Context: an optimization exercise on an open-source flow, tuned for small area and a short achievable clock period. The choices shown serve that exercise and are no tape-out recipe. Function was checked by simulation only, so behaviour that the tests miss may differ from the original. Power and IR drop assume default switching activity.

## pine
## resa_subarray
module resa_subarray (
    input  wire         clk,
    input  wire         rst,
    input  wire [1:0]   dataflow_sel,
    input  wire         stationary_sel,
    input  wire [63:0]  array_ifmap_in,
    input  wire [63:0]  array_weight_in,
    input  wire [127:0] array_psum_in_v,
    input  wire [127:0] array_psum_in_h,
    output wire [63:0]  array_ifmap_out,
    output wire [63:0]  array_weight_out,
    output wire [127:0] array_psum_out_v,
    output wire [127:0] array_psum_out_h
);
==> module sub_array, before the edit <==
module sub_array (
    input  wire         clk,
    input  wire         rst,
    input  wire [1:0]   dataflow_sel,
    input  wire         stationary_sel,
    input  wire [63:0]  array_ifmap_in,
    input  wire [63:0]  array_weight_in,
    input  wire [127:0] array_psum_in_v,
    input  wire [127:0] array_psum_in_h,
    output wire [63:0]  array_ifmap_out,
    output wire [63:0]  array_weight_out,
    output wire [127:0] psum_s,          
    output wire [27:0]  psum_g,          
    output wire [127:0] array_psum_out_h
);
    wire m_os  = (dataflow_sel == 2'b10);
    wire m_clr = (dataflow_sel == 2'b11);
    wire m_mac = ~dataflow_sel[1];
    wire ld_x0 = (dataflow_sel == 2'b00);
    reg [2:0] v0, v2;
    reg       lbv, run;
    reg [2:1] pv;
    wire [3:0] v0i = {v0[2:0], 1'b1};    
    wire [3:0] v2i = {v2[2:0], 1'b1};    
    wire lbv_n = lbv | stationary_sel;
    always @(posedge clk or posedge rst) begin
        if (rst) begin
            v0 <= 3'd0;
            v2 <= 3'd0;
            lbv <= 1'b0;
            run <= 1'b0;
            pv <= 2'd0;
        end else begin
            v0 <= {3{m_os}} & v0i[2:0];
            v2 <= {3{~m_clr}} & v2i[2:0];
            lbv <= lbv_n;
            run <= 1'b1;
            pv <= {2{m_mac}} & {pv[1], 1'b1};
        end
    end
    reg  [255:0] d0;             
    reg  [255:0] d2;             
    reg  [255:0] lb;             
    wire [255:0] x0, x2;         
    wire [255:0] lbn;            
    reg  [63:0]  o0;             
    reg  [63:0]  o2;             
    always @(posedge clk) begin
        d0 <= x0;
        d2 <= x2;
        lb <= lbn;
    end
    always @(posedge clk or posedge rst) begin
        if (rst) begin
            o0 <= 64'd0;
            o2 <= 64'd0;
        end else begin
            o0 <= {x0[16*(4*(3)+(3)) +: 16], x0[16*(4*(2)+(3)) +: 16], x0[16*(4*(1)+(3)) +: 16], x0[16*(4*(0)+(3)) +: 16]} & {64{m_os & v0[2]}};
            o2 <= {x2[16*(4*(3)+(3)) +: 16], x2[16*(4*(3)+(2)) +: 16], x2[16*(4*(3)+(1)) +: 16], x2[16*(4*(3)+(0)) +: 16]} & {64{~m_clr & v2[2]}};
        end
    end
    wire sum_ok   = m_mac & lbv;
    wire o_ok     = m_mac & run;
    genvar r, c;
    generate
        for (r = 0; r < 4; r = r + 1) begin: row
            for (c = 0; c < 4; c = c + 1) begin: col
                if (c == 0) begin: w0
                    assign x0[16*(4*(r)+(c)) +: 16] = array_ifmap_in[16*r +: 16];
                end else begin: wn
                    assign x0[16*(4*(r)+(c)) +: 16] = d0[16*(4*(r)+(c-1)) +: 16];
                end
                if (r == 0) begin: n0
                    assign x2[16*(4*(r)+(c)) +: 16] = array_weight_in[16*c +: 16];
                end else begin: nn
                    assign x2[16*(4*(r)+(c)) +: 16] = d2[16*(4*(r-1)+(c)) +: 16];
                end
                wire ld_zero = ld_x0 ? ~v0i[c] : ~v2i[r];
                assign lbn[16*(4*(r)+(c)) +: 16] = stationary_sel ?
                    ((ld_x0 ? x0[16*(4*(r)+(c)) +: 16] : x2[16*(4*(r)+(c)) +: 16]) & {16{~ld_zero}}) :
                    lb[16*(4*(r)+(c)) +: 16];
            end
        end
        for (c = 0; c < 4; c = c + 1) begin: pcol
            reg  [15:0] a1;              
            reg  [16:0] a2;              
            reg  [17:0] s3;              
            reg  [31:0] pd1, pd2, pd3;   
            reg  [31:0] os;              
            reg  [6:0]  og;              
            wire [16:0] a2n = a1 + lb[16*(4*(1)+(c)) +: 16];
            wire [17:0] s3n = a2 + lb[16*(4*(2)+(c)) +: 16];
            wire [17:0] s3m = (s3n & {18{sum_ok}}) + {2'b0, lbn[16*(4*(3)+(c)) +: 16]};
            wire s3_ok = ~m_clr & v2[1] & lbv_n;
            wire [31:0] ms;
            wire [6:0]  mg;
            mac_cs u_mac (.a(d2[16*(4*(2)+(c)) +: 16]), .b(s3), .p(pd3), .s(ms), .g(mg));
            always @(posedge clk) begin
                a1  <= lb[16*(4*(0)+(c)) +: 16] & {16{sum_ok}};
                a2  <= a2n & {17{sum_ok}};
                s3  <= s3m & {18{s3_ok}};
                pd1 <= array_psum_in_v[32*c +: 32];
                pd2 <= pd1;
                pd3 <= pd2 & {32{m_mac & pv[2]}};
            end
            always @(posedge clk or posedge rst) begin
                if (rst) begin
                    os <= 32'd0;
                    og <= 7'd0;
                end else begin
                    os <= ms & {32{o_ok}};
                    og <= mg & {7{o_ok}};
                end
            end
            assign psum_s[32*c +: 32] = os;
            assign psum_g[7*c +: 7] = og;
            assign array_weight_out[16*c +: 16] = o2[16*c +: 16];
        end
        for (r = 0; r < 4; r = r + 1) begin: orow
            assign array_ifmap_out[16*r +: 16] = o0[16*r +: 16];
        end
    endgenerate
    assign array_psum_out_h = array_psum_in_h;
endmodule
Settings: LEC_CHECK=0, CAP_MARGIN=20, CORE_MARGIN=2, CORE_UTILIZATION=60, PLACE_DENSITY=0.68, SLEW_MARGIN=20, SYNTH_HIERARCHICAL=1; clock period 10.0 ns.
standard.sh (not shown) runs the stock make flow with config.mk's settings and CLKGATE_MAP_FILE= SYNTH_SCRIPT=/design/flow/synth_recipe.tcl, a recipe that flattens the netlist after the stock synthesis.
==> flow/flow/run.sh <==
#!/bin/bash
# The standard layout, with changes made through ORFS's own variables only:
# clock tree synthesis without dummy loads and with larger sink clusters, port buffers of cell buf_2, and
# timing repair aiming at a 5.0 ns setup margin. Each tool's output is kept
# in the ORFS logs under orfs/logs; make's own output goes to
# make_finish.log here.
set -euo pipefail
export CTS_ARGS="-sink_clustering_enable -repair_clock_nets -dont_use_dummy_load -sink_clustering_size 20 -sink_clustering_max_diameter 80"
export BUFFER_PORTS_ARGS="-buffer_cell sky130_fd_sc_hd__buf_2"
export SETUP_SLACK_MARGIN=5.0
bash standard.sh finish > make_finish.log 2>&1
The following lists how cedar was set up differently from pine:
--- a/flow/design.v
+++ b/flow/design.v
@@ -925,5 +925,5 @@
     wire ld_x0 = (dataflow_sel == 2'b00);
     reg [2:0] v0, v2;
-    reg       lbv, run;
+    reg       lbv;
     reg [2:1] pv;
     wire [3:0] v0i = {v0[2:0], 1'b1};    
@@ -935,5 +935,4 @@
             v2 <= 3'd0;
             lbv <= 1'b0;
-            run <= 1'b0;
             pv <= 2'd0;
         end else begin
@@ -941,5 +940,4 @@
             v2 <= {3{~m_clr}} & v2i[2:0];
             lbv <= lbv_n;
-            run <= 1'b1;
             pv <= {2{m_mac}} & {pv[1], 1'b1};
         end
@@ -967,5 +965,7 @@
     end
     wire sum_ok   = m_mac & lbv;
-    wire o_ok     = m_mac & run;
+    wire sel_keep = sum_ok & ~stationary_sel;
+    wire sel_load = sum_ok & stationary_sel;
+    wire sel_lb   = ~sum_ok;
     genvar r, c;
     generate
@@ -997,5 +997,10 @@
             wire [16:0] a2n = a1 + lb[16*(4*(1)+(c)) +: 16];
             wire [17:0] s3n = a2 + lb[16*(4*(2)+(c)) +: 16];
-            wire [17:0] s3m = (s3n & {18{sum_ok}}) + {2'b0, lbn[16*(4*(3)+(c)) +: 16]};
+            wire [15:0] x0_3 = x0[16*(4*(3)+(c)) +: 16] & {16{v0i[c]}};
+            wire [15:0] x2_3 = x2[16*(4*(3)+(c)) +: 16] & {16{v2[2]}};
+            wire [17:0] s_keep = s3n + {2'b0, lb[16*(4*(3)+(c)) +: 16]};
+            wire [17:0] s_load = s3n + {2'b0, ld_x0 ? x0_3 : x2_3};
+            wire [17:0] s3m = ({18{sel_keep}} & s_keep) | ({18{sel_load}} & s_load) |
+                              ({18{sel_lb}} & {2'b0, lbn[16*(4*(3)+(c)) +: 16]});
             wire s3_ok = ~m_clr & v2[1] & lbv_n;
             wire [31:0] ms;
@@ -1015,6 +1020,6 @@
                     og <= 7'd0;
                 end else begin
-                    os <= ms & {32{o_ok}};
-                    og <= mg & {7{o_ok}};
+                    os <= ms & {32{m_mac}};
+                    og <= mg & {7{m_mac}};
                 end
             end
### Flow results
Changes observed in cedar relative to pine: share of cell area taken by muxes after synthesis about even, routability congestion estimate from global placement picked up an extra 0.0056, die area shows an increase of 5700 um^2, final worst slack higher, number of library cell types mapped by synthesis shows an increase of 9. pine → cedar: area taken by flip-flops and latches flat, switching power up 140 uW, relative slew slack up 2.3 points, design area up 3500 um^2. For number of storage elements in the synthesis netlist, cedar and pine come out practically identical. Final cell count (cedar vs. pine) increases by a few percent. Per the comparison of cedar with pine, ratio of cells with drive above 1 in the final layout was more or less identical; sequential power went up by about 0.7%.

---

resa_subarray, a different RTL version from the one above (not shown whole).
For scale: roughly 9,100 cells after synthesis, roughly 1,500 flip-flops, ~770 I/O pins, roughly 92,000 um2 of cells after synthesis.
==> module sub_array, before the edit <==
module sub_array (
    input  wire         clk,
    input  wire         rst,
    input  wire [1:0]   dataflow_sel,
    input  wire         stationary_sel,
    input  wire [63:0]  array_ifmap_in,
    input  wire [63:0]  array_weight_in,
    input  wire [127:0] array_psum_in_v,
    input  wire [127:0] array_psum_in_h,
    output wire [63:0]  array_ifmap_out,
    output wire [63:0]  array_weight_out,
    output wire [127:0] psum_s,          
    output wire [27:0]  psum_g,          
    output wire [127:0] array_psum_out_h
);
    wire m_os  = (dataflow_sel == 2'b10);
    wire m_clr = (dataflow_sel == 2'b11);
    wire m_mac = ~dataflow_sel[1];
    wire ld_x0 = (dataflow_sel == 2'b00);
    reg [3:0] v0, v2;
    reg       lbv, acc_ok;
    reg [2:1] pv;
    wire [3:0] v0i = {v0[2:0], 1'b1};    
    wire [3:0] v2i = {v2[2:0], 1'b1};    
    wire lbv_n = lbv | stationary_sel;
    always @(posedge clk or posedge rst) begin
        if (rst) begin
            v0 <= 4'd0;
            v2 <= 4'd0;
            lbv <= 1'b0;
            acc_ok <= 1'b0;
            pv <= 2'd0;
        end else begin
            v0 <= {4{m_os}} & v0i;
            v2 <= {4{~m_clr}} & v2i;
            lbv <= lbv_n;
            acc_ok <= m_mac & lbv;
            pv <= {2{m_mac}} & {pv[1], 1'b1};
        end
    end
    reg  [255:0] d0;             
    reg  [255:0] d2;             
    reg  [255:0] lb;             
    wire [255:0] x0, x2;         
    wire [255:0] lbn;            
    always @(posedge clk) begin
        d0 <= x0;
        d2 <= x2;
        lb <= lbn;
    end
    wire sum_ok   = m_mac & lbv;
    wire sel_keep = sum_ok & ~stationary_sel;
    wire sel_load = sum_ok & stationary_sel;
    wire sel_lb   = ~sum_ok;
    genvar r, c;
    generate
        for (r = 0; r < 4; r = r + 1) begin: row
            for (c = 0; c < 4; c = c + 1) begin: col
                if (c == 0) begin: w0
                    assign x0[16*(4*(r)+(c)) +: 16] = array_ifmap_in[16*r +: 16];
                end else begin: wn
                    assign x0[16*(4*(r)+(c)) +: 16] = d0[16*(4*(r)+(c-1)) +: 16];
                end
                if (r == 0) begin: n0
                    assign x2[16*(4*(r)+(c)) +: 16] = array_weight_in[16*c +: 16];
                end else begin: nn
                    assign x2[16*(4*(r)+(c)) +: 16] = d2[16*(4*(r-1)+(c)) +: 16];
                end
                wire ld_zero = ld_x0 ? ~v0i[c] : ~v2i[r];
                assign lbn[16*(4*(r)+(c)) +: 16] = stationary_sel ?
                    ((ld_x0 ? x0[16*(4*(r)+(c)) +: 16] : x2[16*(4*(r)+(c)) +: 16]) & {16{~ld_zero}}) :
                    lb[16*(4*(r)+(c)) +: 16];
            end
        end
        for (c = 0; c < 4; c = c + 1) begin: pcol
            reg  [15:0] a1;              
            reg  [16:0] a2;              
            reg  [17:0] s3;              
            reg  [31:0] pd1, pd2, pd3;   
            reg  [31:0] os;              
            reg  [6:0]  og;              
            wire [16:0] a2n = (acc_ok ? {1'b0, a1} : 17'd0) + {1'b0, lb[16*(4*(1)+(c)) +: 16]};
            wire [17:0] s3n = (acc_ok ? {1'b0, a2} : 18'd0) + {2'b0, lb[16*(4*(2)+(c)) +: 16]};
            wire [15:0] x0_3 = x0[16*(4*(3)+(c)) +: 16] & {16{v0i[c]}};
            wire [15:0] x2_3 = x2[16*(4*(3)+(c)) +: 16] & {16{v2[2]}};
            wire [17:0] s_keep = s3n + {2'b0, lb[16*(4*(3)+(c)) +: 16]};
            wire [17:0] s_load = s3n + {2'b0, ld_x0 ? x0_3 : x2_3};
            wire [17:0] s3m = ({18{sel_keep}} & s_keep) | ({18{sel_load}} & s_load) |
                              ({18{sel_lb}} & {2'b0, lbn[16*(4*(3)+(c)) +: 16]});
            wire s3_ok = ~m_clr & v2[1] & lbv_n;
            wire [31:0] ms;
            wire [6:0]  mg;
            mac_cs u_mac (.a(d2[16*(4*(2)+(c)) +: 16]), .b(s3), .p(pd3), .s(ms), .g(mg));
            always @(posedge clk) begin
                a1  <= lb[16*(4*(0)+(c)) +: 16];
                a2  <= a2n;
                s3  <= s3m & {18{s3_ok}};
                pd1 <= array_psum_in_v[32*c +: 32];
                pd2 <= pd1;
                pd3 <= pd2 & {32{m_mac & pv[2]}};
            end
            always @(posedge clk or posedge rst) begin
                if (rst) begin
                    os <= 32'd0;
                    og <= 7'd0;
                end else begin
                    os <= ms & {32{m_mac}};
                    og <= mg & {7{m_mac}};
                end
            end
            assign psum_s[32*c +: 32] = os;
            assign psum_g[7*c +: 7] = og;
            assign array_weight_out[16*c +: 16] = d2[16*(4*(3)+(c)) +: 16] & {16{v2[3]}};
        end
        for (r = 0; r < 4; r = r + 1) begin: orow
            assign array_ifmap_out[16*r +: 16] = d0[16*(4*(r)+(3)) +: 16] & {16{v0[3]}};
        end
    endgenerate
    assign array_psum_out_h = array_psum_in_h;
endmodule
Settings: LEC_CHECK=0, CAP_MARGIN=20, CORE_MARGIN=2, CORE_UTILIZATION=60, PLACE_DENSITY=0.68, SETUP_SLACK_MARGIN=5.0, SLEW_MARGIN=20, SYNTH_HIERARCHICAL=1; clock period 10.0 ns.
run.sh (not shown) runs the stock make flow with config.mk's settings and CLKGATE_MAP_FILE= SYNTH_SCRIPT=/design/flow/synth_recipe.tcl, a recipe that flattens the netlist after the stock synthesis.
Stock flow here: none of the scripts above is used.
The starting point produced a clean layout.
==> next run, changes <==
--- a/flow/design.v
+++ b/flow/design.v
@@ -920,43 +920,52 @@
     output wire [127:0] array_psum_out_h
 );
     wire m_os  = (dataflow_sel == 2'b10);
     wire m_clr = (dataflow_sel == 2'b11);
     wire m_mac = ~dataflow_sel[1];
     wire ld_x0 = (dataflow_sel == 2'b00);
-    reg [3:0] v0, v2;
-    reg       lbv, acc_ok;
+    reg [2:0] v0, v2;
+    reg       lbv;
     reg [2:1] pv;
     wire [3:0] v0i = {v0[2:0], 1'b1};    
     wire [3:0] v2i = {v2[2:0], 1'b1};    
     wire lbv_n = lbv | stationary_sel;
     always @(posedge clk or posedge rst) begin
         if (rst) begin
-            v0 <= 4'd0;
-            v2 <= 4'd0;
+            v0 <= 3'd0;
+            v2 <= 3'd0;
             lbv <= 1'b0;
-            acc_ok <= 1'b0;
             pv <= 2'd0;
         end else begin
-            v0 <= {4{m_os}} & v0i;
-            v2 <= {4{~m_clr}} & v2i;
+            v0 <= {3{m_os}} & v0i[2:0];
+            v2 <= {3{~m_clr}} & v2i[2:0];
             lbv <= lbv_n;
-            acc_ok <= m_mac & lbv;
             pv <= {2{m_mac}} & {pv[1], 1'b1};
         end
     end
     reg  [255:0] d0;             
     reg  [255:0] d2;             
     reg  [255:0] lb;             
     wire [255:0] x0, x2;         
     wire [255:0] lbn;            
+    reg  [63:0]  o0;             
+    reg  [63:0]  o2;             
     always @(posedge clk) begin
         d0 <= x0;
         d2 <= x2;
         lb <= lbn;
     end
+    always @(posedge clk or posedge rst) begin
+        if (rst) begin
+            o0 <= 64'd0;
+            o2 <= 64'd0;
+        end else begin
+            o0 <= {x0[16*(4*(3)+(3)) +: 16], x0[16*(4*(2)+(3)) +: 16], x0[16*(4*(1)+(3)) +: 16], x0[16*(4*(0)+(3)) +: 16]} & {64{m_os & v0[2]}};
+            o2 <= {x2[16*(4*(3)+(3)) +: 16], x2[16*(4*(3)+(2)) +: 16], x2[16*(4*(3)+(1)) +: 16], x2[16*(4*(3)+(0)) +: 16]} & {64{~m_clr & v2[2]}};
+        end
+    end
     wire sum_ok   = m_mac & lbv;
     wire sel_keep = sum_ok & ~stationary_sel;
     wire sel_load = sum_ok & stationary_sel;
     wire sel_lb   = ~sum_ok;
     genvar r, c;
     generate
@@ -982,27 +991,27 @@
             reg  [15:0] a1;              
             reg  [16:0] a2;              
             reg  [17:0] s3;              
             reg  [31:0] pd1, pd2, pd3;   
             reg  [31:0] os;              
             reg  [6:0]  og;              
-            wire [16:0] a2n = (acc_ok ? {1'b0, a1} : 17'd0) + {1'b0, lb[16*(4*(1)+(c)) +: 16]};
-            wire [17:0] s3n = (acc_ok ? {1'b0, a2} : 18'd0) + {2'b0, lb[16*(4*(2)+(c)) +: 16]};
+            wire [16:0] a2n = a1 + lb[16*(4*(1)+(c)) +: 16];
+            wire [17:0] s3n = a2 + lb[16*(4*(2)+(c)) +: 16];
             wire [15:0] x0_3 = x0[16*(4*(3)+(c)) +: 16] & {16{v0i[c]}};
             wire [15:0] x2_3 = x2[16*(4*(3)+(c)) +: 16] & {16{v2[2]}};
             wire [17:0] s_keep = s3n + {2'b0, lb[16*(4*(3)+(c)) +: 16]};
             wire [17:0] s_load = s3n + {2'b0, ld_x0 ? x0_3 : x2_3};
             wire [17:0] s3m = ({18{sel_keep}} & s_keep) | ({18{sel_load}} & s_load) |
                               ({18{sel_lb}} & {2'b0, lbn[16*(4*(3)+(c)) +: 16]});
             wire s3_ok = ~m_clr & v2[1] & lbv_n;
             wire [31:0] ms;
             wire [6:0]  mg;
             mac_cs u_mac (.a(d2[16*(4*(2)+(c)) +: 16]), .b(s3), .p(pd3), .s(ms), .g(mg));
             always @(posedge clk) begin
-                a1  <= lb[16*(4*(0)+(c)) +: 16];
-                a2  <= a2n;
+                a1  <= lb[16*(4*(0)+(c)) +: 16] & {16{sum_ok}};
+                a2  <= a2n & {17{sum_ok}};
                 s3  <= s3m & {18{s3_ok}};
                 pd1 <= array_psum_in_v[32*c +: 32];
                 pd2 <= pd1;
                 pd3 <= pd2 & {32{m_mac & pv[2]}};
             end
             always @(posedge clk or posedge rst) begin
@@ -1013,16 +1022,16 @@
                     os <= ms & {32{m_mac}};
                     og <= mg & {7{m_mac}};
                 end
             end
             assign psum_s[32*c +: 32] = os;
             assign psum_g[7*c +: 7] = og;
-            assign array_weight_out[16*c +: 16] = d2[16*(4*(3)+(c)) +: 16] & {16{v2[3]}};
+            assign array_weight_out[16*c +: 16] = o2[16*c +: 16];
         end
         for (r = 0; r < 4; r = r + 1) begin: orow
-            assign array_ifmap_out[16*r +: 16] = d0[16*(4*(r)+(3)) +: 16] & {16{v0[3]}};
+            assign array_ifmap_out[16*r +: 16] = o0[16*r +: 16];
         end
     endgenerate
     assign array_psum_out_h = array_psum_in_h;
 endmodule
 module cinc (
     input  wire [31:0] s,
=> Count of clock-buffer cells in the layout came out lower by 7; worst setup slack improves by 0.012 ns; non-clock buffer count goes down by 24; clock skew goes down by 0.012 ns; sequential share of layout area came out higher by 0.55 points; total power is about the same; design area stays flat; maximum frequency barely changes; global-route usage grows by 0.76 points; via count barely changes.

## static timing again, ports no longer ideal
How much do the figures lean on ideal ports? The routed layouts below were timed once more, with nothing changed but the port constraints.
Step 1 assumes that a clkbuf_16 drives the clock port and a buf_2 every other input.
Step 2, shift: input delay + t, output delay - t, t = (earliest + latest rising clock arrival at the registers) / 2. This alone moves slack from input paths to output paths.
a / b / c = ideal / step 1 / step 2; a / b = the first two.
| run | shift t [ns] | slack for setup (ns) | worst hold slack (ns) | worst setup path after step 2 |
|---|---|---|---|---|
| pine | 0.785 | 5.093 / 5.048 / 4.263 | 0.299 / 0.299 / 0.299 | input to register |
| cedar | 0.801 | 5.115 / 5.042 / 4.257 | 0.309 / 0.309 / 0.309 | input to register |
| the first run of note 2 | 0.856 | 5.039 / 4.977 / 4.262 | 0.323 / 0.323 / 0.323 | input to register |
| the second run of note 2 | 0.890 | 5.051 / 4.957 / 4.257 | 0.319 / 0.319 / 0.319 | input to register |
After both steps setup and hold are still met in every run listed. The setup slack of cedar, which loses most, moves by -0.073 ns with the drivers and by -0.858 ns with both steps.
